Background: an optimization exercise with open tools, aiming at small area. Do not read the settings as production practice.
Function was checked by simulation only, so behaviour that the tests miss may differ from the original.
No activity file was given, so power comes from the tool's default toggle rates.

## config.mk

```make
export PLATFORM = sky130hd
export DESIGN_NAME = LTSSM
export DESIGN_NICKNAME = LTSSM
export VERILOG_FILES = /design/flow/design.v
export SDC_FILE = /design/flow/constraint.sdc
export NUM_CORES = 4
export LEC_CHECK = 0
export CAP_MARGIN = 20
export CORE_AREA = 10 10 390 390
export DIE_AREA = 0 0 400 400
export SLEW_MARGIN = 20
```

## constraint.sdc

```tcl
create_clock -name core_clock -period 8.0 [get_ports {clk}]
set_input_delay 1.6000 -clock core_clock [delete_from_list [all_inputs] [get_ports {clk}]]
set_output_delay 1.6000 -clock core_clock [all_outputs]
set_load 0.01 [all_outputs]
```

## design.v

```verilog
`timescale 1ns/100ps
module core_fsm(
    input                    clk,  
    input                    rst,
    input                    mode,
    input[4-1:0]     elec_idle_break,
    output[4-1:0]    rx_det_seq_req,
    input[4-1:0]     rx_det_seq_ack,
    input[4-1:0]     rx_det_valid,
    output[7:0]              ts_info,  
    output                   ts_update,
    input[3:0]               ts_update_ack,
    output                   ts_stop,
    output[5:0]              curr_speed,
    output                   linkup,
    input[4-1:0]     tsa_p2c,     
    input[4-1:0]     tsa_p_a2c,    
    input[4-1:0]     tsa_c_ws2wa,
    input[4-1:0]     tsa_c_wa2nw,
    input[4-1:0]     tsa_c_nw2na,
    input[4-1:0]     tsa_c_na2c,
    input[4-1:0]     tsa_c_c2i
);
reg[31:0]                    cnt;
reg[31:0]                    timeout_val_reg, timeout_val_nxt;
reg                          cnt_start_reg, cnt_start_nxt;
reg                          pulse_set_reg, pulse_set_nxt;
reg[3:0]                     state_nxt, state_reg;
reg[1:0]                     detect_subst_nxt, detect_subst_reg;
reg[1:0]                     poll_subst_nxt, poll_subst_reg;
reg[3:0]                     cfg_subst_nxt, cfg_subst_reg;
reg[31:0]                    lane0_info_reg, lane1_info_reg, lane2_info_reg, lane3_info_reg;
reg[31:0]                    lane0_info_nxt, lane1_info_nxt, lane2_info_nxt, lane3_info_nxt;
reg[4-1:0]           rx_det_seq_req_nxt, rx_det_seq_req_reg;
assign                       rx_det_seq_req = rx_det_seq_req_reg;
reg                          ts_update_nxt, ts_update_reg;
assign                       ts_update = ts_update_reg;
reg[7:0]                     ts_info_nxt, ts_info_reg;
assign                       ts_info = ts_info_reg;
always@(posedge clk) begin
    if(rst) begin
        state_reg <= 4'h0;
        detect_subst_reg <= 2'b00;
        poll_subst_reg <= 4'b0000;
        cfg_subst_reg <= 4'b0000;
    end else begin
        state_reg <= state_nxt;
        detect_subst_reg <= detect_subst_nxt;
        poll_subst_reg <= poll_subst_nxt;
        cfg_subst_reg <= cfg_subst_nxt;        
    end
end
always@(posedge clk) begin
    if(rst) begin
        pulse_set_reg <= 4'h0;
        cnt_start_reg <= 1'b0;
        timeout_val_reg <= 0;
        ts_info_reg <= 0;
        ts_update_reg <= 0;
        rx_det_seq_req_reg <= 0;
    end else begin
        pulse_set_reg <= pulse_set_nxt;
        cnt_start_reg <= cnt_start_nxt;
        timeout_val_reg <= timeout_val_nxt;
        ts_info_reg <= ts_info_nxt;
        ts_update_reg <= ts_update_nxt;
        rx_det_seq_req_reg <= rx_det_seq_req_nxt;
    end
end
always@(posedge clk) begin
    if(rst) begin
        cnt <= 32'hffffffff;
    end else begin
        if(cnt_start_reg) begin
            cnt <= timeout_val_reg;
        end 
  else begin
            cnt <= cnt - 1;
        end
    end
end
wire timeout = ~|cnt & ~cnt_start_reg ;
always@* begin
    default_val_init;
    case(state_reg)
        4'h0: begin
            case(detect_subst_reg)
                2'b00: begin
                    if(~pulse_set_reg) begin  
                        pulse_set_nxt = 1'b1;
                        cnt_start_nxt = 1'b1;
                        timeout_val_nxt = 'd12000000;  
                    end else begin
                        cnt_start_nxt = 1'b0;
                    end
                    if(|elec_idle_break || timeout) begin  
                        detect_subst_nxt = 2'b01;
                        pulse_set_nxt = 1'b0;
                        rx_det_seq_req_nxt = 4'hF;
                    end
                end
                2'b01: begin
                    if(~pulse_set_reg) begin  
                        pulse_set_nxt = 1'b1;
                        cnt_start_nxt = 1'b1;
                        timeout_val_nxt = 'd12000;  
                    end else begin
                        cnt_start_nxt = 1'b0;
                    end
                    rx_det_seq_req_nxt = &rx_det_seq_ack ?  4'h0: rx_det_seq_req_reg ;
                    if(&rx_det_valid) begin  
                        state_nxt = 4'h1;
                        detect_subst_nxt = 2'b00;  
                        pulse_set_nxt = 1'b0;
                        rx_det_seq_req_nxt = 1'b0;
                    end
                    if(timeout) begin
                        detect_subst_nxt = 2'b00;
                    end
                end
            endcase
        end
        4'h1: begin
            case(poll_subst_reg)
                4'b0000: begin
                    if(~pulse_set_reg) begin  
                        pulse_set_nxt = 1'b1;
                        cnt_start_nxt = 1'b1;
                        timeout_val_nxt = 'd24000;  
                        ts_info_nxt = {4'h1,4'b0000}; 
                        ts_update_nxt = 1'b1;
                    end else begin
                        cnt_start_nxt = 1'b0;
                        ts_update_nxt = &ts_update_ack? 1'b0 :ts_update_reg ;
                    end
                    if(&tsa_p_a2c) begin
                        poll_subst_nxt = 4'b0001;
                        pulse_set_nxt = 1'b0;                        
                    end
                    if(timeout) begin
                        state_nxt = 4'h0;
                    end                    
                end
                4'b0001: begin
                    if(~pulse_set_reg) begin  
                        pulse_set_nxt = 1'b1;
                        cnt_start_nxt = 1'b1;
                        timeout_val_nxt = 'd24000;  
                        ts_info_nxt = {4'h1,4'b0001};
                        ts_update_nxt = 1'b1;
                    end else begin
                        cnt_start_nxt = 1'b0;
                        ts_update_nxt = &ts_update_ack? 1'b0 :ts_update_reg ;
                    end
                    if(&tsa_p2c) begin
                        state_nxt = 4'h2;
                        poll_subst_nxt = 4'b0000;
                        pulse_set_nxt = 1'b0;
                    end
                    if(timeout) begin
                        state_nxt = 4'h0;
                    end
                end
            endcase
        end
        4'h2: begin
            case(cfg_subst_reg)
                4'b0000: begin
                    init_proc({4'h2,4'b0000},32'd24000);
                    if(&tsa_c_ws2wa) begin
                        cfg_subst_nxt = 4'b0001;
                        pulse_set_nxt = 1'b0;
                    end
                    if(timeout) begin 
                        state_nxt = 4'h0;
                    end
                end
                4'b0001: begin
                    init_proc({4'h2,4'b0001},32'd24000);
                    if(&tsa_c_wa2nw) begin
                        cfg_subst_nxt = 4'b0111;
                        pulse_set_nxt = 1'b0;
                    end
                    if(timeout) begin 
                        state_nxt = 4'h0;
                    end
                end
                4'b0111: begin
                    init_proc({4'h2,4'b0111},32'd24000);
                    if(&tsa_c_nw2na) begin
                        cfg_subst_nxt = 4'b0011;
                        pulse_set_nxt = 1'b0;
                    end
                    if(timeout) begin 
                        state_nxt = 4'h0;
                    end
                end
                4'b0011: begin
                    init_proc({4'h2,4'b0011},32'd24000);
                    if(&tsa_c_na2c) begin
                        cfg_subst_nxt = 4'b1110;
                        pulse_set_nxt = 1'b0;
                    end
                    if(timeout) begin 
                        state_nxt = 4'h0;
                    end
                end
                4'b1110: begin
                    init_proc({4'h2,4'b1110},32'd24000);
                    if(&tsa_c_c2i) begin
                        cfg_subst_nxt = 4'b1100;
                        pulse_set_nxt = 1'b0;
                    end
                    if(timeout) begin 
                        state_nxt = 4'h0;
                    end
                end
                4'b1100: begin
                    init_proc({4'h2,4'b1100},32'd24000);
                    if(timeout) begin 
                        state_nxt = 4'h0;
                    end
                end
            endcase
        end
    endcase
end
assign curr_speed = 6'h01;
assign ts_stop = 1'b0;
assign linkup = (state_reg == 4'h2) && (cfg_subst_reg == 4'b1100);
task init_proc;
input[7:0] ts_info;
input[31:0] timeout;
begin
    if(~pulse_set_reg) begin  
        pulse_set_nxt = 1'b1;
        cnt_start_nxt = 1'b1;
        timeout_val_nxt = timeout;  
        ts_info_nxt = ts_info;
        ts_update_nxt = 1'b1;
    end else begin
        cnt_start_nxt = 1'b0;
        ts_update_nxt = &ts_update_ack? 1'b0 :ts_update_reg ;
    end
end
endtask
task default_val_init;
begin
    state_nxt = state_reg;
    detect_subst_nxt = detect_subst_reg;
    poll_subst_nxt = poll_subst_reg;
    cfg_subst_nxt = cfg_subst_reg;
    cnt_start_nxt = cnt_start_reg;
    timeout_val_nxt = timeout_val_reg;
    pulse_set_nxt = pulse_set_reg;
    ts_update_nxt = ts_update_reg;
    ts_info_nxt = ts_info_reg;
    rx_det_seq_req_nxt = rx_det_seq_req_reg;
end   
endtask
endmodule                  
`timescale 1ns/100ps
module ts_gen(
    input                clk,  
    input                rst,
    input[7:0]           ts_info,  
    input                ts_update,
    output               ts_update_ack,
    input                ts_stop,    
    input                speed,
    input                mode,
    input[3:0]           lane_num,
    output               to_tsa_ts_sent_enough,
    input[7:0]           from_tsa_rcv_link_num,  
    input                from_tsa_rcv_link_num_vld,
    input[7:0]           from_tsa_rcv_lane_num,  
    input                from_tsa_rcv_lane_num_vld,
    output               to_tsa_update_ack,
    output               ts_valid,
    output[127:0]        ts,
    input                ts_tx_fifo_full
);
wire[3:0] curr_state = ts_info[7:4];
wire[3:0] curr_sub_st = ts_info[3:0];
reg[15:0] cnt_nxt, cnt_reg;
reg[15:0] target_nxt, target_reg;
integer i;
reg[1:0] state_nxt, state_reg;
reg[7:0] symbol_nxt[0:15];
reg[7:0] symbol_reg[0:15];
reg to_tsa_ts_sent_enough_nxt, to_tsa_ts_sent_enough_reg;
assign to_tsa_ts_sent_enough = to_tsa_ts_sent_enough_reg;
reg to_tsa_update_ack_nxt, to_tsa_update_ack_reg;
assign to_tsa_update_ack = to_tsa_update_ack_reg;
reg link_num_acquired_nxt, link_num_acquired_reg;
reg lane_num_acquired_nxt, lane_num_acquired_reg;
reg ts_valid_nxt, ts_valid_reg;
reg ts_update_ack_nxt, ts_update_ack_reg;
assign ts_update_ack = ts_update_ack_reg;
assign ts = ts_reg;
assign ts_valid = ts_valid_reg;
wire tsa_update = from_tsa_rcv_link_num_vld | from_tsa_rcv_lane_num_vld;
wire[127:0] ts_reg = {
        symbol_reg[0],
        symbol_reg[1],
        symbol_reg[2],
        symbol_reg[3],
        symbol_reg[4],
        symbol_reg[5],
        symbol_reg[6],
        symbol_reg[7],
        symbol_reg[8],
        symbol_reg[9],
        symbol_reg[10],
        symbol_reg[11],
        symbol_reg[12],
        symbol_reg[13],
        symbol_reg[14],
        symbol_reg[15]};
wire[5:0]   rate_support = 6'h3E;
wire[7:0]   w_lane_num = {4'h0,lane_num};
always@(posedge clk) begin
    if(rst) begin
        for(i=0;i<16;i=i+1) begin
            symbol_reg[i] <= 0;
        end
    end else begin
        for(i=0;i<16;i=i+1) begin
            symbol_reg[i] <= symbol_nxt[i]; 
        end
    end
end
always@(posedge clk) begin
    if(rst) begin
        state_reg <= 2'b00;
        cnt_reg <= 0;
        target_reg <= 0;
        to_tsa_update_ack_reg <= 0;
        to_tsa_ts_sent_enough_reg <= 0;        
        ts_valid_reg <= 1'b0;
        ts_update_ack_reg <= 1'b0;
        link_num_acquired_reg <= 0;
        lane_num_acquired_reg <= 0;           
    end else begin
        state_reg <= state_nxt;
        cnt_reg <= cnt_nxt;
        target_reg <= target_nxt;
        to_tsa_update_ack_reg <= to_tsa_update_ack_nxt;
        to_tsa_ts_sent_enough_reg <= to_tsa_ts_sent_enough_nxt;        
        ts_valid_reg <= ts_valid_nxt ;
        ts_update_ack_reg <= ts_update_ack_nxt;
        link_num_acquired_reg <= link_num_acquired_nxt;
        lane_num_acquired_reg <= lane_num_acquired_nxt;        
    end
end
always@* begin
    state_nxt = state_reg;
    target_nxt = target_reg;
    ts_valid_nxt = ts_valid_reg; 
    to_tsa_ts_sent_enough_nxt = to_tsa_ts_sent_enough_reg;
    to_tsa_update_ack_nxt = to_tsa_update_ack_reg;    
    ts_update_ack_nxt = ts_update_ack_reg;
    link_num_acquired_nxt = link_num_acquired_reg;
    lane_num_acquired_nxt = lane_num_acquired_reg;
    for(i=0;i<16;i=i+1) begin
        symbol_nxt[i] = symbol_reg[i]; 
    end
    cnt_nxt = cnt_reg;
    case(state_reg)
        2'b00: begin  
            if(ts_update || tsa_update) begin
                state_nxt = 2'b01;  
                ts_update_ack_nxt = ts_update;
                to_tsa_update_ack_nxt = tsa_update;  
                to_tsa_ts_sent_enough_nxt = 1'b0;
                if(curr_state == 4'h1 ) begin
                    symbol_nxt[0]  = 8'hBC;
                    symbol_nxt[1]  = 8'hF7;
                    symbol_nxt[2]  = 8'hF7;
                    symbol_nxt[3]  = 8'hFF;
                    symbol_nxt[4]  = {2'b00,rate_support};
                    symbol_nxt[5]  = 8'h00;
                    symbol_nxt[6]  = curr_sub_st == 4'b0000 ? 8'h4A : 8'h45;
                    symbol_nxt[7]  = curr_sub_st == 4'b0000 ? 8'h4A : 8'h45;
                    symbol_nxt[8]  = curr_sub_st == 4'b0000 ? 8'h4A : 8'h45;
                    symbol_nxt[9]  = curr_sub_st == 4'b0000 ? 8'h4A : 8'h45;
                    symbol_nxt[10] = curr_sub_st == 4'b0000 ? 8'h4A : 8'h45;
                    symbol_nxt[11] = curr_sub_st == 4'b0000 ? 8'h4A : 8'h45;
                    symbol_nxt[12] = curr_sub_st == 4'b0000 ? 8'h4A : 8'h45;
                    symbol_nxt[13] = curr_sub_st == 4'b0000 ? 8'h4A : 8'h45;
                    symbol_nxt[14] = curr_sub_st == 4'b0000 ? 8'h4A : 8'h45;
                    symbol_nxt[15] = curr_sub_st == 4'b0000 ? 8'h4A : 8'h45;
                    target_nxt     = curr_sub_st == 4'b0000 ? 16'd1024: 16'd16 ;
                end else if(curr_state == 4'h2 ) begin
                    symbol_nxt[0]  = 8'hBC;
                    symbol_nxt[3]  = 8'hFF;
                    symbol_nxt[4]  = {2'b00,rate_support};
                    symbol_nxt[5]  = 8'h00;
                    symbol_nxt[6]  = curr_sub_st == 4'b1110 ? 8'h45 : 8'h4A;
                    symbol_nxt[7]  = curr_sub_st == 4'b1110 ? 8'h45 : 8'h4A;
                    symbol_nxt[8]  = curr_sub_st == 4'b1110 ? 8'h45 : 8'h4A;
                    symbol_nxt[9]  = curr_sub_st == 4'b1110 ? 8'h45 : 8'h4A;
                    symbol_nxt[10] = curr_sub_st == 4'b1110 ? 8'h45 : 8'h4A;
                    symbol_nxt[11] = curr_sub_st == 4'b1110 ? 8'h45 : 8'h4A;
                    symbol_nxt[12] = curr_sub_st == 4'b1110 ? 8'h45 : 8'h4A;
                    symbol_nxt[13] = curr_sub_st == 4'b1110 ? 8'h45 : 8'h4A;
                    symbol_nxt[14] = curr_sub_st == 4'b1110 ? 8'h45 : 8'h4A;
                    symbol_nxt[15] = curr_sub_st == 4'b1110 ? 8'h45 : 8'h4A;
                    target_nxt     = curr_sub_st == 4'b1110 ? 16'd16 : 16'd2;
                    case(curr_sub_st)
                        4'b0000: begin
                            if(mode==1'b0) begin  
                                symbol_nxt[1]  = 8'h00;
                                symbol_nxt[2]  = 8'hF7;
                            end else begin  
                                symbol_nxt[1]  = 8'hF7;
                                symbol_nxt[2]  = 8'hF7;
                            end
                        end
                        4'b0001: begin
                            if(mode==1'b0) begin  
                                symbol_nxt[1]  = 8'h00;
                                symbol_nxt[2]  = w_lane_num;  
                            end else begin
                                symbol_nxt[1]  =  link_num_acquired_reg? from_tsa_rcv_link_num: 8'hF7;   
                                symbol_nxt[2]  =  lane_num_acquired_reg? from_tsa_rcv_lane_num: 8'hF7;   
                            end
                        end
                        4'b0111: begin
                            if(mode==1'b1) begin
                                symbol_nxt[1]  = 8'h00;                                
                                symbol_nxt[2]  = lane_num_acquired_reg? from_tsa_rcv_lane_num: 8'hF7;
                            end
                        end
                        4'b0011: begin
                            to_tsa_update_ack_nxt = 0;
                        end
                        4'b1110: begin
                            to_tsa_update_ack_nxt = 0;
                        end
                        4'b1100: begin
                        end
                    endcase
                end
            end
        end
        2'b01: begin  
            ts_update_ack_nxt = 1'b0;
            to_tsa_update_ack_nxt = 1'b0;
            if(cnt_reg >= target_reg) begin  
                to_tsa_ts_sent_enough_nxt = 1'b1;
            end
            if(~ts_tx_fifo_full) begin
                ts_valid_nxt = 1'b1;
                cnt_nxt = cnt_reg + 1;
            end else begin
                ts_valid_nxt = 1'b0;
            end
            if(ts_update & ~ts_update_ack_reg  ) begin  
                state_nxt = 2'b00;
                ts_update_ack_nxt = 1'b1;
                cnt_nxt = 0;
                to_tsa_ts_sent_enough_nxt = 1'b0;
            end
            if( tsa_update & ~to_tsa_update_ack_reg ) begin
                state_nxt = 2'b00;
                to_tsa_update_ack_nxt = 1'b1;  
                cnt_nxt = 0;
                to_tsa_ts_sent_enough_nxt = 1'b0;
                link_num_acquired_nxt = from_tsa_rcv_link_num_vld ? 1'b1: link_num_acquired_reg ;
                lane_num_acquired_nxt = from_tsa_rcv_lane_num_vld ? 1'b1: lane_num_acquired_reg ;
            end
        end
    endcase
end
endmodule
`timescale 1ns/100ps
module tsa(
    input                clk,  
    input                rst,
    input[7:0]           ts_info,  
    input                ts_update,
    output               ts_update_ack,
    input                ts_stop,    
    input                speed,
    input                mode,
    input[3:0]           lane_num,
    input                to_tsa_ts_sent_enough,  
    output[7:0]          to_tsg_rcv_link_num,  
    output               to_tsg_rcv_link_num_vld,
    output[7:0]          to_tsg_rcv_lane_num,  
    output               to_tsg_rcv_lane_num_vld,
    input                from_tsg_update_ack,
    input                remote_ts_valid,
    input[127:0]         remote_ts,
    output               tsa_p_a2c,
    output               tsa_p2c,
    output               tsa_c_ws2wa,
    output               tsa_c_wa2nw,
    output               tsa_c_nw2na,
    output               tsa_c_na2c,
    output               tsa_c_c2i
);
reg[7:0] symbol_nxt[0:15];
reg[7:0] symbol_reg[0:15];
wire[7:0] w_lane_num = {4'h0,lane_num};
reg[1:0] state_nxt, state_reg;
wire[3:0] curr_state = ts_info[7:4];
wire[3:0] curr_sub_st = ts_info[3:0];
reg[15:0] cnt_nxt, cnt_reg;
reg[15:0] target_nxt, target_reg;
reg[127:0] symbol_mask_nxt, symbol_mask_reg;
reg[127:0] ts2_symbol_mask_nxt, ts2_symbol_mask_reg;
reg tsa_p_a2c_nxt, tsa_p_a2c_reg;
assign tsa_p_a2c = tsa_p_a2c_reg;
reg tsa_p2c_nxt, tsa_p2c_reg;
assign tsa_p2c = tsa_p2c_reg;
reg tsa_c_ws2wa_nxt, tsa_c_ws2wa_reg;
assign tsa_c_ws2wa = tsa_c_ws2wa_reg;
reg tsa_c_wa2nw_nxt, tsa_c_wa2nw_reg;
assign tsa_c_wa2nw = tsa_c_wa2nw_reg;
reg tsa_c_nw2na_nxt, tsa_c_nw2na_reg;
assign tsa_c_nw2na = tsa_c_nw2na_reg;
reg tsa_c_na2c_nxt, tsa_c_na2c_reg;
assign tsa_c_na2c = tsa_c_na2c_reg;
reg tsa_c_c2i_nxt, tsa_c_c2i_reg;
assign tsa_c_c2i = tsa_c_c2i_reg;
reg [7:0] to_tsg_rcv_link_num_nxt, to_tsg_rcv_link_num_reg;
reg [7:0] to_tsg_rcv_lane_num_nxt, to_tsg_rcv_lane_num_reg;
reg to_tsg_rcv_link_num_vld_nxt, to_tsg_rcv_link_num_vld_reg;
reg to_tsg_rcv_lane_num_vld_nxt, to_tsg_rcv_lane_num_vld_reg;
reg link_num_acquired_nxt, link_num_acquired_reg;
reg lane_num_acquired_nxt, lane_num_acquired_reg;
wire [127:0] remote_ts_masked = remote_ts&symbol_mask_reg;
wire [127:0] ts_reg_masked = ts_reg&symbol_mask_reg;
reg ts_update_ack_nxt, ts_update_ack_reg;
assign ts_update_ack = ts_update_ack_reg;
integer i;
wire[5:0]   rate_support = 6'h3E;
wire [7:0] symbol0  = remote_ts[127:120];
wire [7:0] symbol1  = remote_ts[119:112];
wire [7:0] symbol2  = remote_ts[111:104];
wire [7:0] symbol3  = remote_ts[103:96];
wire [7:0] symbol4  = remote_ts[95:88];
wire [7:0] symbol5  = remote_ts[87:80];
wire [7:0] symbol6  = remote_ts[79:72];
wire [7:0] symbol7  = remote_ts[71:64];
wire [7:0] symbol8  = remote_ts[63:56];
wire [7:0] symbol9  = remote_ts[55:48];
wire [7:0] symbol10 = remote_ts[47:40];
wire [7:0] symbol11 = remote_ts[39:32];
wire [7:0] symbol12 = remote_ts[31:24];
wire [7:0] symbol13 = remote_ts[23:16];
wire [7:0] symbol14 = remote_ts[15:8];
wire [7:0] symbol15 = remote_ts[7:0];
wire[127:0] ts_reg = {
        symbol_reg[0],
        symbol_reg[1],
        symbol_reg[2],
        symbol_reg[3],
        symbol_reg[4],
        symbol_reg[5],
        symbol_reg[6],
        symbol_reg[7],
        symbol_reg[8],
        symbol_reg[9],
        symbol_reg[10],
        symbol_reg[11],
        symbol_reg[12],
        symbol_reg[13],
        symbol_reg[14],
        symbol_reg[15]};
always@(posedge clk) begin
    if(rst) begin
        state_reg <= 2'b00;
        cnt_reg <= 0;
        target_reg <= 0;
        ts_update_ack_reg <= 1'b0;     
        tsa_p_a2c_reg <= 0; 
        tsa_p2c_reg <= 0; 
        tsa_c_ws2wa_reg <= 0;
        tsa_c_wa2nw_reg <= 0;
        tsa_c_nw2na_reg <= 0;
        tsa_c_na2c_reg <= 0;
        tsa_c_c2i_reg <= 0;
        symbol_mask_reg <= 0;
        ts2_symbol_mask_reg <= 0;
        to_tsg_rcv_link_num_vld_reg <= 0;
        to_tsg_rcv_link_num_reg <= 0;
        to_tsg_rcv_lane_num_vld_reg <= 0;
        to_tsg_rcv_lane_num_reg <= 0;
        link_num_acquired_reg <= 0;
        lane_num_acquired_reg <= 0;      
    end else begin
        state_reg <= state_nxt;
        cnt_reg <= cnt_nxt;
        target_reg <= target_nxt;
        ts_update_ack_reg <= ts_update_ack_nxt;  
        tsa_p_a2c_reg <= tsa_p_a2c_nxt; 
        tsa_p2c_reg <= tsa_p2c_nxt; 
        tsa_c_ws2wa_reg <= tsa_c_ws2wa_nxt;
        tsa_c_wa2nw_reg <= tsa_c_wa2nw_nxt;
        tsa_c_nw2na_reg <= tsa_c_nw2na_nxt;
        tsa_c_na2c_reg <= tsa_c_na2c_nxt;
        tsa_c_c2i_reg <= tsa_c_c2i_nxt;
        symbol_mask_reg <= symbol_mask_nxt;
        ts2_symbol_mask_reg <= ts2_symbol_mask_nxt;
        to_tsg_rcv_link_num_vld_reg <= to_tsg_rcv_link_num_vld_nxt;
        to_tsg_rcv_link_num_reg <= to_tsg_rcv_link_num_nxt;
        to_tsg_rcv_lane_num_vld_reg <= to_tsg_rcv_lane_num_vld_nxt;
        to_tsg_rcv_lane_num_reg <= to_tsg_rcv_lane_num_nxt;      
        link_num_acquired_reg <= link_num_acquired_nxt;
        lane_num_acquired_reg <= lane_num_acquired_nxt;
    end
end
always@(posedge clk) begin
    if(rst) begin
        for(i=0;i<16;i=i+1) begin
            symbol_reg[i] <= 0;
        end
    end else begin
        for(i=0;i<16;i=i+1) begin
            symbol_reg[i] <= symbol_nxt[i]; 
        end
    end
end
always@* begin
    default_val_init;
    case(state_reg)
        2'b00: begin  
            if(ts_update) begin
                state_nxt = 2'b01;  
                ts_update_ack_nxt = 1'b1;
                cnt_nxt = 0;
                if(curr_state == 4'h1 ) begin
                    target_nxt     = curr_sub_st == 4'b0000 ? 16'd8: 16'd8 ;
                    symbol_nxt[0]  = 8'hBC;
                    symbol_nxt[1]  = 8'hF7;
                    symbol_nxt[2]  = 8'hF7;
                    symbol_nxt[3]  = 8'hFF;
                    symbol_nxt[4]  = {2'b00,rate_support};
                    symbol_nxt[5]  = 8'h00;
                    symbol_nxt[6]  = curr_sub_st == 4'b0000 ? 8'h4A : 8'h45;
                    symbol_nxt[7]  = curr_sub_st == 4'b0000 ? 8'h4A : 8'h45;
                    symbol_nxt[8]  = curr_sub_st == 4'b0000 ? 8'h4A : 8'h45;
                    symbol_nxt[9]  = curr_sub_st == 4'b0000 ? 8'h4A : 8'h45;
                    symbol_nxt[10] = curr_sub_st == 4'b0000 ? 8'h4A : 8'h45;
                    symbol_nxt[11] = curr_sub_st == 4'b0000 ? 8'h4A : 8'h45;
                    symbol_nxt[12] = curr_sub_st == 4'b0000 ? 8'h4A : 8'h45;
                    symbol_nxt[13] = curr_sub_st == 4'b0000 ? 8'h4A : 8'h45;
                    symbol_nxt[14] = curr_sub_st == 4'b0000 ? 8'h4A : 8'h45;
                    symbol_nxt[15] = curr_sub_st == 4'b0000 ? 8'h4A : 8'h45;
                    symbol_mask_nxt = 128'hFF_FF_FF_FF_FF_FF_FF_FF_FF_FF_FF_FF_FF_FF_FF_FF;
                end  else if(curr_state == 4'h2 ) begin  
                    symbol_nxt[0]  = 8'hBC;
                    symbol_nxt[3]  = 8'hFF;
                    symbol_nxt[4]  = {2'b00,rate_support};
                    symbol_nxt[5]  = 8'h00;
                    symbol_nxt[6]  = curr_sub_st == 4'b1110 ? 8'h45 : 8'h4A;
                    symbol_nxt[7]  = curr_sub_st == 4'b1110 ? 8'h45 : 8'h4A;
                    symbol_nxt[8]  = curr_sub_st == 4'b1110 ? 8'h45 : 8'h4A;
                    symbol_nxt[9]  = curr_sub_st == 4'b1110 ? 8'h45 : 8'h4A;
                    symbol_nxt[10] = curr_sub_st == 4'b1110 ? 8'h45 : 8'h4A;
                    symbol_nxt[11] = curr_sub_st == 4'b1110 ? 8'h45 : 8'h4A;
                    symbol_nxt[12] = curr_sub_st == 4'b1110 ? 8'h45 : 8'h4A;
                    symbol_nxt[13] = curr_sub_st == 4'b1110 ? 8'h45 : 8'h4A;
                    symbol_nxt[14] = curr_sub_st == 4'b1110 ? 8'h45 : 8'h4A;
                    symbol_nxt[15] = curr_sub_st == 4'b1110 ? 8'h45 : 8'h4A;
                    target_nxt     = curr_sub_st == 4'b0000 ? 16'd8: curr_sub_st == 4'b1110 ? 16'd8 : 16'd2;
                    case(curr_sub_st)
                        4'b0000: begin
                            symbol_mask_nxt = 128'hFF_00_FF_FF_FF_FF_FF_FF_FF_FF_FF_FF_FF_FF_FF_FF;  
                            symbol_nxt[2]  = 8'hF7;  
                        end
                        4'b0001: begin
                            symbol_nxt[1]  = to_tsg_rcv_link_num_reg;  
                            symbol_mask_nxt = 128'hFF_FF_00_FF_FF_FF_FF_FF_FF_FF_FF_FF_FF_FF_FF_FF;  
                        end
                        4'b0111: begin
                            symbol_mask_nxt = 128'hFF_FF_00_FF_FF_FF_FF_FF_FF_FF_FF_FF_FF_FF_FF_FF;  
                            ts2_symbol_mask_nxt = 128'hFF_FF_00_FF_FF_FF_00_00_00_00_00_00_00_00_00_00;
                        end
                        4'b1110: begin
                            if(mode==1'b1) begin
                                symbol_nxt[1]  = to_tsg_rcv_link_num_reg;  
                                symbol_nxt[2]  = to_tsg_rcv_lane_num_reg;
                            end else begin
                                symbol_nxt[1]  = 8'h00;  
                                symbol_nxt[2]  = w_lane_num;
                            end
                            symbol_mask_nxt = 128'hFF_FF_FF_FF_FF_FF_FF_FF_FF_FF_FF_FF_FF_FF_FF_FF;  
                        end
                    endcase
                end 
            end
        end
        2'b01: begin  
            ts_update_ack_nxt = 1'b0;            
            if(curr_state==4'h1) begin
                if(remote_ts_valid) begin
                    cnt_nxt = remote_ts == ts_reg ? cnt_reg + 1: cnt_reg;
                end
                if(ts_update & ~ts_update_ack_reg ) begin  
                    state_nxt = 2'b00;
                    ts_update_ack_nxt = 1'b1;  
                    cnt_nxt = 0;
                end else if(cnt_reg >= target_reg && to_tsa_ts_sent_enough || cnt_reg >= target_reg && target_reg <= 16'd2) begin 
                    tsa_p_a2c_nxt = {curr_state,curr_sub_st}=={4'h1,4'b0000} ;
                    tsa_p2c_nxt = {curr_state,curr_sub_st}=={4'h1,4'b0001} ;
                    cnt_nxt = 0;
                end
            end
            if(curr_state==4'h2) begin
                case(curr_sub_st)
                    4'b0000: begin
                        if(mode==1'b0) begin  
                            if(remote_ts_valid) begin  
                                if (ts_reg_masked == remote_ts_masked) begin
                                    cnt_nxt = symbol1 ==8'h00 ? cnt_reg + 1 : cnt_reg;  
                                end
                            end
                            if(cnt_reg >= target_reg) begin  
                                tsa_c_ws2wa_nxt = 1'b1;
                                cnt_nxt = 0;
                            end
                        end else begin  
                            if(~link_num_acquired_reg) begin 
                                if(remote_ts_valid) begin  
                                    if (ts_reg_masked == remote_ts_masked) begin 
                                        cnt_nxt = cnt_reg + 1;
                                        to_tsg_rcv_link_num_nxt = symbol1;
                                        to_tsg_rcv_link_num_vld_nxt = 1'b1;  
                                        link_num_acquired_nxt = 1'b1;
                                    end                                     
                                end
                            end else begin
                                to_tsg_rcv_link_num_vld_nxt = from_tsg_update_ack? 1'b0: to_tsg_rcv_link_num_vld_reg;  
                                if(remote_ts_valid) begin  
                                    if (ts_reg_masked == remote_ts_masked) begin 
                                        cnt_nxt = cnt_reg + 1;
                                    end                                     
                                end
                            end
                            if(cnt_reg >= target_reg) begin  
                                tsa_c_ws2wa_nxt = 1'b1;
                                cnt_nxt = 0;
                            end
                        end
                    end
                    4'b0001: begin
                        if(mode==1'b0) begin 
                            tsa_c_wa2nw_nxt = 1'b1;
                            cnt_nxt = 0;
                        end else begin  
                            if(~lane_num_acquired_reg) begin 
                                if(remote_ts_valid) begin
                                    if (ts_reg_masked == remote_ts_masked) begin
                                        cnt_nxt = symbol2==w_lane_num? cnt_reg + 1 : cnt_nxt;
                                        to_tsg_rcv_lane_num_nxt = symbol2;
                                        to_tsg_rcv_lane_num_vld_nxt = symbol2==w_lane_num? 1'b1 : 1'b0;  
                                        lane_num_acquired_nxt = symbol2==w_lane_num? 1'b1 : lane_num_acquired_reg;
                                    end
                                end
                            end else begin
                                to_tsg_rcv_lane_num_vld_nxt = from_tsg_update_ack? 1'b0: to_tsg_rcv_lane_num_vld_reg;  
                                if(remote_ts_valid) begin  
                                    if (ts_reg_masked == remote_ts_masked) begin 
                                        cnt_nxt = cnt_reg + 1;
                                    end                                     
                                end
                            end
                            if(cnt_reg >= target_reg) begin  
                                tsa_c_wa2nw_nxt = 1'b1;
                                cnt_nxt = 0;
                            end
                        end
                    end
                    4'b0111: begin
                        if(mode==1'b0) begin  
                            if(remote_ts_valid) begin  
                                if (ts_reg_masked == remote_ts_masked) begin
                                    cnt_nxt = symbol2 != 8'hF7 ? cnt_reg + 1 : cnt_reg;  
                                end
                            end
                            if(cnt_reg >= target_reg) begin  
                                tsa_c_nw2na_nxt = 1'b1;
                                cnt_nxt = 0;
                            end
                        end else begin  
                            if(remote_ts_valid) begin  
                                if (ts_reg_masked == remote_ts_masked) begin  
                                    if (symbol2 != to_tsg_rcv_lane_num_reg) begin
                                        cnt_nxt = cnt_reg + 1;  
                                    end 
                                end else begin  
                                    if (symbol2 == to_tsg_rcv_lane_num_reg) begin  
                                        if((ts2_symbol_mask_reg & remote_ts) == (ts2_symbol_mask_reg & ts_reg) && symbol6 == 8'h45 && symbol7 == 8'h45 &&
                                            symbol8 == 8'h45 &&symbol9 == 8'h45 &&symbol10 == 8'h45 &&symbol11 == 8'h45 && symbol12 == 8'h45 &&
                                            symbol13 == 8'h45 && symbol14 == 8'h45 && symbol15 == 8'h45) begin
                                            cnt_nxt = cnt_reg + 1;
                                        end
                                    end
                                end
                            end
                            if(cnt_reg >= target_reg) begin  
                                tsa_c_nw2na_nxt = 1'b1;
                                cnt_nxt = 0;
                            end
                        end
                    end  
                    4'b0011: begin
                        if(mode==1'b0) begin  
                            if(remote_ts_valid) begin 
                                if (ts_reg_masked == remote_ts_masked) begin
                                    cnt_nxt = symbol2 == w_lane_num ? cnt_reg + 1 : cnt_reg;  
                                end  
                            end
                            if(cnt_reg >= target_reg ) begin  
                                tsa_c_na2c_nxt = 1'b1;  
                                cnt_nxt = 0;
                            end
                        end else begin  
                            if(remote_ts_valid) begin 
                                if (ts_reg_masked == remote_ts_masked) begin  
                                       if (symbol2 != to_tsg_rcv_lane_num_reg) begin
                                           cnt_nxt = cnt_reg + 1;  
                                       end 
                                end else begin  
                                    if (symbol2 == to_tsg_rcv_lane_num_reg) begin  
                                        if((ts2_symbol_mask_reg & remote_ts) == (ts2_symbol_mask_reg & ts_reg) && symbol6 == 8'h45 && symbol7 == 8'h45 &&
                                            symbol8 == 8'h45 &&symbol9 == 8'h45 &&symbol10 == 8'h45 &&symbol11 == 8'h45 && symbol12 == 8'h45 &&
                                            symbol13 == 8'h45 && symbol14 == 8'h45 && symbol15 == 8'h45) begin
                                            cnt_nxt = cnt_reg + 1;
                                        end
                                    end
                                end
                            end
                            if(cnt_reg >= target_reg) begin  
                                tsa_c_na2c_nxt = 1'b1;
                                cnt_nxt = 0;
                            end
                        end
                    end  
                    4'b1110: begin
                        if(mode==1'b0) begin  
                            if(remote_ts_valid) begin 
                                if (ts_reg_masked == remote_ts_masked) begin
                                    cnt_nxt = cnt_reg + 1;  
                                end  
                            end
                            if(cnt_reg >= target_reg && to_tsa_ts_sent_enough) begin  
                                tsa_c_c2i_nxt = 1'b1;  
                                cnt_nxt = 0;
                            end
                        end else begin  
                            if(remote_ts_valid) begin 
                                if (ts_reg_masked == remote_ts_masked) begin
                                    cnt_nxt = cnt_reg + 1;  
                                end  
                            end
                            if(cnt_reg >= target_reg && to_tsa_ts_sent_enough ) begin  
                                tsa_c_c2i_nxt = 1'b1;  
                                cnt_nxt = 0;
                            end
                        end
                    end  
                endcase
                if(ts_update & ~ts_update_ack_reg ) begin  
                    state_nxt = 2'b00;
                    ts_update_ack_nxt = 1'b1;  
                    cnt_nxt = 0;
                end 
            end  
        end
    endcase
end
assign to_tsg_rcv_link_num_vld = to_tsg_rcv_link_num_vld_reg;
assign to_tsg_rcv_link_num = to_tsg_rcv_link_num_reg;
assign to_tsg_rcv_lane_num_vld = to_tsg_rcv_lane_num_vld_reg;
assign to_tsg_rcv_lane_num = to_tsg_rcv_lane_num_reg;
task default_val_init;
begin
    state_nxt = state_reg;
    target_nxt = target_reg;
    cnt_nxt = cnt_reg;
    ts_update_ack_nxt = ts_update_ack_reg;   
    tsa_p_a2c_nxt = tsa_p_a2c_reg;
    tsa_p2c_nxt = tsa_p2c_reg;
    tsa_c_ws2wa_nxt = tsa_c_ws2wa_reg;
    tsa_c_wa2nw_nxt = tsa_c_wa2nw_reg;
    tsa_c_nw2na_nxt = tsa_c_nw2na_reg;
    tsa_c_na2c_nxt = tsa_c_na2c_reg;   
    tsa_c_c2i_nxt = tsa_c_c2i_reg;   
    symbol_mask_nxt = symbol_mask_reg;
    ts2_symbol_mask_nxt = ts2_symbol_mask_reg;
    to_tsg_rcv_link_num_vld_nxt = to_tsg_rcv_link_num_vld_reg;
    to_tsg_rcv_link_num_nxt = to_tsg_rcv_link_num_reg;
    to_tsg_rcv_lane_num_vld_nxt = to_tsg_rcv_lane_num_vld_reg;
    to_tsg_rcv_lane_num_nxt = to_tsg_rcv_lane_num_reg;
    link_num_acquired_nxt = link_num_acquired_reg;
    lane_num_acquired_nxt = lane_num_acquired_reg;
    for(i=0;i<16;i=i+1) begin
        symbol_nxt[i] = symbol_reg[i]; 
    end
end
endtask
endmodule
`timescale 1ns/100ps
module LTSSM(
    input            clk,  
    input            rst,
    input            mode,  
    input            lane0_rx_det,
    input            lane1_rx_det,
    input            lane2_rx_det,
    input            lane3_rx_det,
    input            lane0_idle_break,
    input            lane1_idle_break,
    input            lane2_idle_break,
    input            lane3_idle_break,
    output           lane0_rx_det_seq_req,
    output           lane1_rx_det_seq_req,
    output           lane2_rx_det_seq_req,
    output           lane3_rx_det_seq_req,
    input            lane0_rx_det_seq_ack,
    input            lane1_rx_det_seq_ack,
    input            lane2_rx_det_seq_ack,
    input            lane3_rx_det_seq_ack,
    input[127:0]     lane0_ts_i,
    input            lane0_ts_i_vld,
    output[127:0]    lane0_ts_o,
    output           lane0_ts_o_vld,
    input[127:0]     lane1_ts_i,
    input            lane1_ts_i_vld,
    output[127:0]    lane1_ts_o,
    output           lane1_ts_o_vld,
    input[127:0]     lane2_ts_i,
    input            lane2_ts_i_vld,
    output[127:0]    lane2_ts_o,
    output           lane2_ts_o_vld,
    input[127:0]     lane3_ts_i,
    input            lane3_ts_i_vld,
    output[127:0]    lane3_ts_o,
    output           lane3_ts_o_vld,
    input            lane0_tx_fifo_full,
    input            lane1_tx_fifo_full,
    input            lane2_tx_fifo_full,
    input            lane3_tx_fifo_full,
    output[5:0]      curr_speed,
    output           linkup
);
wire        ts_stop;
wire        w_ts_stop;
wire        speed = 1'b0;
wire        w_linkup;
assign      ts_stop = w_ts_stop;
assign      linkup = w_linkup;
wire[3:0]   w_elec_idle_brk     =   {lane3_idle_break,lane2_idle_break,lane1_idle_break,lane0_idle_break};
wire[3:0]   w_rx_det_seq_ack    =   {lane3_rx_det_seq_ack,lane2_rx_det_seq_ack,lane1_rx_det_seq_ack,lane0_rx_det_seq_ack};
wire[3:0]   w_rx_det_seq_req;
assign      {lane3_rx_det_seq_req,lane2_rx_det_seq_req,lane1_rx_det_seq_req,lane0_rx_det_seq_req} = w_rx_det_seq_req;
wire[3:0]   w_lanes_rx_det; 
assign      w_lanes_rx_det = {lane3_rx_det, lane2_rx_det, lane1_rx_det, lane0_rx_det} ;
wire[7:0]   w_ts_info;
wire        w_ts_update;
wire[3:0]   w_ts_update_ack_tx;
wire[3:0]   w_ts_update_ack_rx;
wire    lane0_sent_enough;
wire    lane1_sent_enough;
wire    lane2_sent_enough;
wire    lane3_sent_enough;
wire    lane0_tsa_p_a2c;
wire    lane1_tsa_p_a2c;
wire    lane2_tsa_p_a2c;
wire    lane3_tsa_p_a2c;
wire    lane0_tsa_p2c;
wire    lane1_tsa_p2c;
wire    lane2_tsa_p2c;
wire    lane3_tsa_p2c;
wire    lane3_tsa_c_ws2wa;
wire    lane2_tsa_c_ws2wa;
wire    lane1_tsa_c_ws2wa;
wire    lane0_tsa_c_ws2wa;
wire    lane3_tsa_c_wa2nw;
wire    lane2_tsa_c_wa2nw;
wire    lane1_tsa_c_wa2nw;
wire    lane0_tsa_c_wa2nw;
wire    lane3_tsa_c_nw2na;
wire    lane2_tsa_c_nw2na;
wire    lane1_tsa_c_nw2na;
wire    lane0_tsa_c_nw2na;
wire    lane3_tsa_c_na2c;
wire    lane2_tsa_c_na2c;
wire    lane1_tsa_c_na2c;
wire    lane0_tsa_c_na2c;
wire    lane3_tsa_c_c2i;
wire    lane2_tsa_c_c2i;
wire    lane1_tsa_c_c2i;
wire    lane0_tsa_c_c2i;
wire [7:0] lane0_rcv_link_num;   
wire       lane0_rcv_link_num_vld;
wire [7:0] lane0_rcv_lane_num;    
wire       lane0_rcv_lane_num_vld;
wire [7:0] lane1_rcv_link_num;   
wire       lane1_rcv_link_num_vld;
wire [7:0] lane1_rcv_lane_num;    
wire       lane1_rcv_lane_num_vld;
wire [7:0] lane2_rcv_link_num;   
wire       lane2_rcv_link_num_vld;
wire [7:0] lane2_rcv_lane_num;    
wire       lane2_rcv_lane_num_vld;
wire [7:0] lane3_rcv_link_num;   
wire       lane3_rcv_link_num_vld;
wire [7:0] lane3_rcv_lane_num;    
wire       lane3_rcv_lane_num_vld;
wire       lane_0_update_ack;
wire       lane_1_update_ack;
wire       lane_2_update_ack;
wire       lane_3_update_ack;
ts_gen ts_gen_u0(
   .clk                             (clk),  
   .rst                             (rst),
   .ts_info                         (w_ts_info),  
   .ts_update                       (w_ts_update),
   .ts_update_ack                   (w_ts_update_ack_tx[0]),   
   .ts_stop                         (ts_stop),
   .lane_num                        (4'b0001),
   .mode                            (mode),
   .to_tsa_ts_sent_enough           (lane0_sent_enough),
   .from_tsa_rcv_link_num           (lane0_rcv_link_num),
   .from_tsa_rcv_link_num_vld       (lane0_rcv_link_num_vld),
   .from_tsa_rcv_lane_num           (lane0_rcv_lane_num),
   .from_tsa_rcv_lane_num_vld       (lane0_rcv_lane_num_vld),
   .to_tsa_update_ack               (lane0_update_ack),
   .ts_valid                        (lane0_ts_o_vld),
   .ts                              (lane0_ts_o),
   .ts_tx_fifo_full                 (lane0_tx_fifo_full)
);
tsa u_tsa_u0 (
    .clk                            (clk),                   
    .rst                            (rst),
    .ts_info                        (w_ts_info),               
    .ts_update                      (w_ts_update),
    .ts_update_ack                  (w_ts_update_ack_rx[0]),
    .ts_stop                        (ts_stop),
    .speed                          (speed),
    .lane_num                       (4'b0001),
    .mode                           (mode),
    .to_tsa_ts_sent_enough          (lane0_sent_enough),  
    .to_tsg_rcv_link_num            (lane0_rcv_link_num),
    .to_tsg_rcv_link_num_vld        (lane0_rcv_link_num_vld),
    .to_tsg_rcv_lane_num            (lane0_rcv_lane_num),
    .to_tsg_rcv_lane_num_vld        (lane0_rcv_lane_num_vld),
    .from_tsg_update_ack            (lane0_update_ack),
    .remote_ts_valid                (lane0_ts_i_vld), 
    .remote_ts                      (lane0_ts_i),             
    .tsa_p_a2c                      (lane0_tsa_p_a2c),
    .tsa_c_ws2wa                    (lane0_tsa_c_ws2wa),
    .tsa_c_nw2na                    (lane0_tsa_c_nw2na),    
    .tsa_c_wa2nw                    (lane0_tsa_c_wa2nw),
    .tsa_c_na2c                     (lane0_tsa_c_na2c),
    .tsa_c_c2i                      (lane0_tsa_c_c2i),        
    .tsa_p2c                        (lane0_tsa_p2c)
);
ts_gen ts_gen_u1(
   .clk                             (clk),  
   .rst                             (rst),
   .ts_info                         (w_ts_info),  
   .ts_update                       (w_ts_update),
   .ts_update_ack                   (w_ts_update_ack_tx[1]), 
   .ts_stop                         (ts_stop),    
   .lane_num                        (4'b0010), 
   .mode                            (mode),  
   .to_tsa_ts_sent_enough           (lane1_sent_enough),
   .from_tsa_rcv_link_num           (lane1_rcv_link_num),
   .from_tsa_rcv_link_num_vld       (lane1_rcv_link_num_vld),
   .from_tsa_rcv_lane_num           (lane1_rcv_lane_num),
   .from_tsa_rcv_lane_num_vld       (lane1_rcv_lane_num_vld),
   .to_tsa_update_ack               (lane1_update_ack),
   .ts_valid                        (lane1_ts_o_vld),
   .ts                              (lane1_ts_o),
   .ts_tx_fifo_full                 (lane1_tx_fifo_full)
);
tsa u_tsa_u1 (
    .clk                            (clk),                   
    .rst                            (rst),
    .ts_info                        (w_ts_info),               
    .ts_update                      (w_ts_update),
    .ts_update_ack                  (w_ts_update_ack_rx[1]),
    .ts_stop                        (ts_stop),
    .lane_num                       (4'b0010),
    .mode                           (mode),   
    .speed                          (speed),
    .to_tsa_ts_sent_enough          (lane1_sent_enough),  
    .to_tsg_rcv_link_num            (lane1_rcv_link_num),
    .to_tsg_rcv_link_num_vld        (lane1_rcv_link_num_vld),
    .to_tsg_rcv_lane_num            (lane1_rcv_lane_num),
    .to_tsg_rcv_lane_num_vld        (lane1_rcv_lane_num_vld),
    .from_tsg_update_ack            (lane1_update_ack),    
    .remote_ts_valid                (lane1_ts_i_vld),
    .remote_ts                      (lane1_ts_i),             
    .tsa_p_a2c                      (lane1_tsa_p_a2c),
    .tsa_c_ws2wa                    (lane1_tsa_c_ws2wa),
    .tsa_c_nw2na                    (lane1_tsa_c_nw2na),    
    .tsa_c_wa2nw                    (lane1_tsa_c_wa2nw),
    .tsa_c_na2c                     (lane1_tsa_c_na2c),   
    .tsa_c_c2i                      (lane1_tsa_c_c2i),        
    .tsa_p2c                        (lane1_tsa_p2c)
);
ts_gen ts_gen_u2(
   .clk                             (clk),  
   .rst                             (rst),
   .ts_info                         (w_ts_info),  
   .ts_update                       (w_ts_update),
   .ts_update_ack                   (w_ts_update_ack_tx[2]),
   .ts_stop                         (ts_stop),    
   .lane_num                        (4'b0100),   
   .mode                            (mode),
   .to_tsa_ts_sent_enough           (lane2_sent_enough),
   .from_tsa_rcv_link_num           (lane2_rcv_link_num),
   .from_tsa_rcv_link_num_vld       (lane2_rcv_link_num_vld),
   .from_tsa_rcv_lane_num           (lane2_rcv_lane_num),
   .from_tsa_rcv_lane_num_vld       (lane2_rcv_lane_num_vld),
   .to_tsa_update_ack               (lane2_update_ack),
   .ts_valid                        (lane2_ts_o_vld),
   .ts                              (lane2_ts_o),
   .ts_tx_fifo_full                 (lane2_tx_fifo_full)
);
tsa u_tsa_u2 (
    .clk                            (clk),                   
    .rst                            (rst),
    .ts_info                        (w_ts_info),               
    .ts_update                      (w_ts_update),
    .ts_update_ack                  (w_ts_update_ack_rx[2]),
    .ts_stop                        (ts_stop),
    .lane_num                       (4'b0100),
    .mode                           (mode),
    .speed                          (speed),
    .to_tsa_ts_sent_enough          (lane2_sent_enough),  
    .to_tsg_rcv_link_num            (lane2_rcv_link_num),
    .to_tsg_rcv_link_num_vld        (lane2_rcv_link_num_vld),
    .to_tsg_rcv_lane_num            (lane2_rcv_lane_num),
    .to_tsg_rcv_lane_num_vld        (lane2_rcv_lane_num_vld),
    .from_tsg_update_ack            (lane2_update_ack),    
    .remote_ts_valid                (lane2_ts_i_vld),
    .remote_ts                      (lane2_ts_i),             
    .tsa_p_a2c                      (lane2_tsa_p_a2c),
    .tsa_c_ws2wa                    (lane2_tsa_c_ws2wa),
    .tsa_c_nw2na                    (lane2_tsa_c_nw2na),    
    .tsa_c_wa2nw                    (lane2_tsa_c_wa2nw), 
    .tsa_c_na2c                     (lane2_tsa_c_na2c),  
    .tsa_c_c2i                      (lane2_tsa_c_c2i),        
    .tsa_p2c                        (lane2_tsa_p2c)
);
ts_gen ts_gen_u3(
   .clk                             (clk),  
   .rst                             (rst),
   .ts_info                         (w_ts_info),  
   .ts_update                       (w_ts_update),
   .ts_update_ack                   (w_ts_update_ack_tx[3]),
   .ts_stop                         (ts_stop),
   .lane_num                        (4'b1000),
   .mode                            (mode),
   .from_tsa_rcv_link_num           (lane3_rcv_link_num),
   .from_tsa_rcv_link_num_vld       (lane3_rcv_link_num_vld),
   .from_tsa_rcv_lane_num           (lane3_rcv_lane_num),
   .from_tsa_rcv_lane_num_vld       (lane3_rcv_lane_num_vld),
   .to_tsa_update_ack               (lane3_update_ack),
   .to_tsa_ts_sent_enough           (lane3_sent_enough),
   .ts_valid                        (lane3_ts_o_vld),
   .ts                              (lane3_ts_o),
   .ts_tx_fifo_full                 (lane3_tx_fifo_full)
);
tsa u_tsa_u3 (
    .clk                            (clk),                   
    .rst                            (rst),
    .ts_info                        (w_ts_info),               
    .ts_update                      (w_ts_update),
    .ts_update_ack                  (w_ts_update_ack_rx[3]),
    .ts_stop                        (ts_stop),
    .speed                          (speed),
    .lane_num                       (4'b1000),
    .mode                           (mode),
    .to_tsa_ts_sent_enough          (lane3_sent_enough),  
    .to_tsg_rcv_link_num            (lane3_rcv_link_num),
    .to_tsg_rcv_link_num_vld        (lane3_rcv_link_num_vld),
    .to_tsg_rcv_lane_num            (lane3_rcv_lane_num),
    .to_tsg_rcv_lane_num_vld        (lane3_rcv_lane_num_vld),
    .from_tsg_update_ack            (lane3_update_ack),    
    .remote_ts_valid                (lane3_ts_i_vld),
    .remote_ts                      (lane3_ts_i),             
    .tsa_p_a2c                      (lane3_tsa_p_a2c),
    .tsa_c_ws2wa                    (lane3_tsa_c_ws2wa),
    .tsa_c_nw2na                    (lane3_tsa_c_nw2na),
    .tsa_c_wa2nw                    (lane3_tsa_c_wa2nw),
    .tsa_c_na2c                     (lane3_tsa_c_na2c),
    .tsa_c_c2i                      (lane3_tsa_c_c2i),    
    .tsa_p2c                        (lane3_tsa_p2c)
);
core_fsm core_fsm_u(
    .clk                            (clk),  
    .rst                            (rst),
    .mode                           (mode),
    .elec_idle_break                (w_elec_idle_brk),
    .rx_det_seq_req                 (w_rx_det_seq_req),
    .rx_det_seq_ack                 (w_rx_det_seq_ack),
    .rx_det_valid                   (w_lanes_rx_det),
    .ts_info                        (w_ts_info),  
    .ts_update                      (w_ts_update),
    .ts_update_ack                  (w_ts_update_ack_tx&w_ts_update_ack_rx),  
    .ts_stop                        (w_ts_stop),
    .curr_speed                     (curr_speed),
    .linkup                         (w_linkup),
    .tsa_p2c                        ({lane3_tsa_p2c , lane2_tsa_p2c , lane1_tsa_p2c , lane0_tsa_p2c}),
    .tsa_c_nw2na                    ({lane3_tsa_c_nw2na , lane2_tsa_c_nw2na , lane1_tsa_c_nw2na , lane0_tsa_c_nw2na}),
    .tsa_c_ws2wa                    ({lane3_tsa_c_ws2wa , lane2_tsa_c_ws2wa , lane1_tsa_c_ws2wa , lane0_tsa_c_ws2wa}),
    .tsa_c_wa2nw                    ({lane3_tsa_c_wa2nw , lane2_tsa_c_wa2nw , lane1_tsa_c_wa2nw , lane0_tsa_c_wa2nw}),
    .tsa_c_na2c                     ({lane3_tsa_c_na2c , lane2_tsa_c_na2c , lane1_tsa_c_na2c , lane0_tsa_c_na2c}),
    .tsa_c_c2i                      ({lane3_tsa_c_c2i , lane2_tsa_c_c2i , lane1_tsa_c_c2i , lane0_tsa_c_c2i}),        
    .tsa_p_a2c                      ({lane3_tsa_p_a2c , lane2_tsa_p_a2c , lane1_tsa_p_a2c , lane0_tsa_p_a2c})
);
endmodule
```

## run.sh

```bash
#!/bin/bash
# synth_recipe.tcl (not shown) runs the flow's synth.tcl, then flattens the netlist and writes it again
# the make line also repeats each setting of config.mk as NAME=value (left out here)
make -C /OpenROAD-flow-scripts/flow DESIGN_CONFIG=/design/flow/config.mk WORK_HOME=/design/flow/orfs CLKGATE_MAP_FILE= SYNTH_SCRIPT=/design/flow/synth_recipe.tcl finish
```

==> run notes <==
[logic make-up after synthesis]
group,Yosys count,share of synthesized area (%)
DFF,519,31.5
other,2,0.0228
AOI/OAI and AO/OA,1095,20.5
buffers and inverters,738,13.5
and+or+nand+nor,1686,25.4
xor gates and xnor gates,190,5.04
muxes,92,2.81
adders and majority gates,31,1.18
[final timing paths]
check	from	endpoint	cells past startpoint
min reg2reg	ts_gen_u1.target_reg[10]	ts_gen_u1.target_reg[10]	2
min	ts_gen_u1.target_reg[10]	ts_gen_u1.target_reg[10]	2
max	lane1_ts_i[1]	u_tsa_u1.cnt_reg[0]	11
max reg2reg	u_tsa_u1.symbol_reg[3][6]	u_tsa_u1.cnt_reg[0]	10
[power by group through the flow]
stage	registers [mW]	clock network, mW	logic, mW
floorplan	2.76	0	0.584
global placement	2.79	0	1.10
detailed placement	2.79	0	1.10
CTS	2.74	2.92	1.11
global route	2.75	3.03	1.20
finish	2.74	2.88	1.12
[critical path: cells and delay by family]
family / cells / cell delay [ps]
buffers and inverters: 1 / 410
AND/OR/NAND/NOR: 4 / 2190
AO/OA/AOI/OAI: 6 / 1880
[metrics by stage]
stage          power, mW  cells
2_1_floorplan       3.34   4533
3_3_place_gp        3.89   6710
3_5_place_dp        3.90   6710
4_1_cts             6.77   6818
5_1_grt             6.98   6821
6_report            6.74   6825
[cell type report]
class / count / area [µm²]
multi-input combinational: 3276 / 18900
antenna: 6 / 15.0
clock inverter: 25 / 352
sequential: 519 / 10400
inverter: 84 / 317
fill: 15404 / 100000
tap: 1903 / 2380
timing repair buffer: 929 / 9180
clock buffer: 83 / 1680
[cells in the mapped netlist (9+ instances only)]
cell type  number  share of area [%]
a211oi_1       89                2.0
a21boi_0       12               0.27
a21o_1         21               0.48
a21oi_1       308                4.7
a22oi_1        38               0.86
a2bb2oi_1       9               0.24
a311oi_1       11               0.29
a31oi_1        92                1.7
and2_1         17               0.32
and3_1         51               0.97
and4_1         33               0.88
buf_1          11               0.13
buf_4         449                 10
clkbuf_1      186                2.1
dfxtp_1       519                 31
ha_1           31                1.2
inv_1          82               0.93
mux2i_1        88                2.7
nand2_1       318                3.6
nand2b_1       32               0.61
nand3_1       138                2.1
nand4_1       115                2.2
nor2_1        573                6.5
nor2b_1        26               0.49
nor3_1         98                1.5
nor4_1        127                2.4
nor4b_1         9               0.24
o211ai_1       15               0.34
o21ai_0       318                4.8
o21bai_1        9               0.20
o22ai_1        20               0.38
o31ai_1        21               0.48
or2_2          21               0.40
or3_1          29               0.55
or4_1          50                1.1
xnor2_1        93                2.5
xor2_1         97                2.6
[layer usage]
metal,part of all wire [%],track usage (%)
met5,0.070,0
met4,2.1,3.59
met3,8.5,3.63
met2,48,28.7
met1,42,21.5
==> impl_metrics.ini <==
[timing]
worst_slew_pin_slew_ps = 1080
fin_crit_sh_pct = 69.8
rsz0062_at_grt = false
setup_tns_ps = 0
relSlewSlack_pct = 28.1
clock_skew_ps = 61.8
fmax_mhz = 179
hold_ws_ps = 453
worst_slack_ps = 2420
slew_violations = 0
hold_viol_final = 0
setup_viol = 0
period_minus_slack_ps = 5580

[clock_network]
numCtsBuffers = 58
ctsResizeCount = 0
clk_latency_ps = 660
cts_max_path_buffers = 3
cts-root-buf = clkbuf_16
post-cts-setup-buffers = 0
path_clk_slew_ps = 60
cts_tree = done
h-tree-depth = 2
postCtsHoldBufs = 0
cts.sink_count = 519

[pwr]
cellPowerDensity_nw_per_um2 = 156
p_int_mw = 4.80
p_comb_share_pct = 16.6
max-vdd-ir-drop_v = 0.000184
clkPwrFrac_pct = 42.7
switching_share_pct = 28.7
p_seq_share_pct = 40.7
leakage_nw = 14.5
netSwitchingPower_mw = 1.93

[worst_hold_path]
min_path_type = register to register

[floorplan]
die_w_um = 400
io_pins = 1062
core_um2 = 143000
initial_utilization_pct = 23.0
core.rowCount = 139
die_y_um = 400
die-area_um2 = 160000

[setup_path]
worst-r2r-setup-slack_ps = 3570
crit_path_max_incr_delay_ps = 630
critical_path_class = input port to register
crit_path_end_kind = register
crit_arrival_ps = 6100
start_kind = input port
slowest_stage = o31ai_4
crit_fanout = 11
critPathRequiredTime_ps = 8520
crit_chain = clkdlybuf4s50_1, or4_1, o22a_1, a211oi_1, nand4_1, o31ai_4, and2_1, a41oi_1, nor2_1, a21oi_1, o31ai_1

[grt]
grt_pass1_vias = 32344
grt_max_degree = 135
grt_pass1_wl_um = 211000
grt_overflow = 0
track_usage_pct = 16.8
antenna_found_initial = 16

[yosys]
synth_edf_count = 0
synth_warnings = 11
async_reset_ff_share_pct = 0
ys_seq_area_share_pct = 31.5
ys_ff_latch = 519
syn_area_um2 = 33000
syn_area_per_cell_um2 = 7.58
yosys.cell_types.count = 93
syn_inst = 4353
ys.flop_type = dfxtp_1

[run_status]
status = no timing/DRC/antenna violations

[route]
dr.pass1.iters = 6
drt_iter0_drc = 2876
ant_nets = 0
routed_wl_um = 145000
wl_per_cell_um = 21.3
drc = 0
routed_via_density = 4.99
vias = 34046

[layout]
synthToLayoutAreaGrowth_pct = 30.9
final_common_cell = clkdlybuf4s50_1
most-common-layout-cells = 877 x clkdlybuf4s50_1, 568 x nor2_1, 518 x dfxtp_1
largest_register_ff_count = 32
final_nets = 5434
postLayoutCellArea_um2 = 43200
fin_util_pct = 30.1
drive_gt1_share_pct = 4.56

[flow_run]
maxCapViolCount = 0

[placed_design]
placed_area_um2 = 41100
port_buffers = 879
dp_slack_ps = 1900
dpl.hpwl_um = 115000
place.gp.congestion = 0.904

## port drivers added, routing unchanged
How much do the figures lean on ideal ports? The routed layout below was timed once more, with nothing changed but the port constraints.
Step 1 sets driving cells, clkbuf_16 on the clock port and buf_2 on the other inputs (assumed; they add their load-dependent delay and slew).
Step 2, shift: input delay + t, output delay - t, t = (earliest + latest rising clock arrival at the registers) / 2. This alone moves slack from input paths to output paths.
Three values: no drivers, after step 1, after step 2; two values: the first two.
shift t [ns]: 0.687
setup slack, ns: 2.418 / 2.446 / 1.759
pins driven straight from the clock port: 1
After both steps setup and hold are still met in this run. For this run, drivers alone change the setup slack by +0.028 ns; drivers and shift together by -0.659 ns.
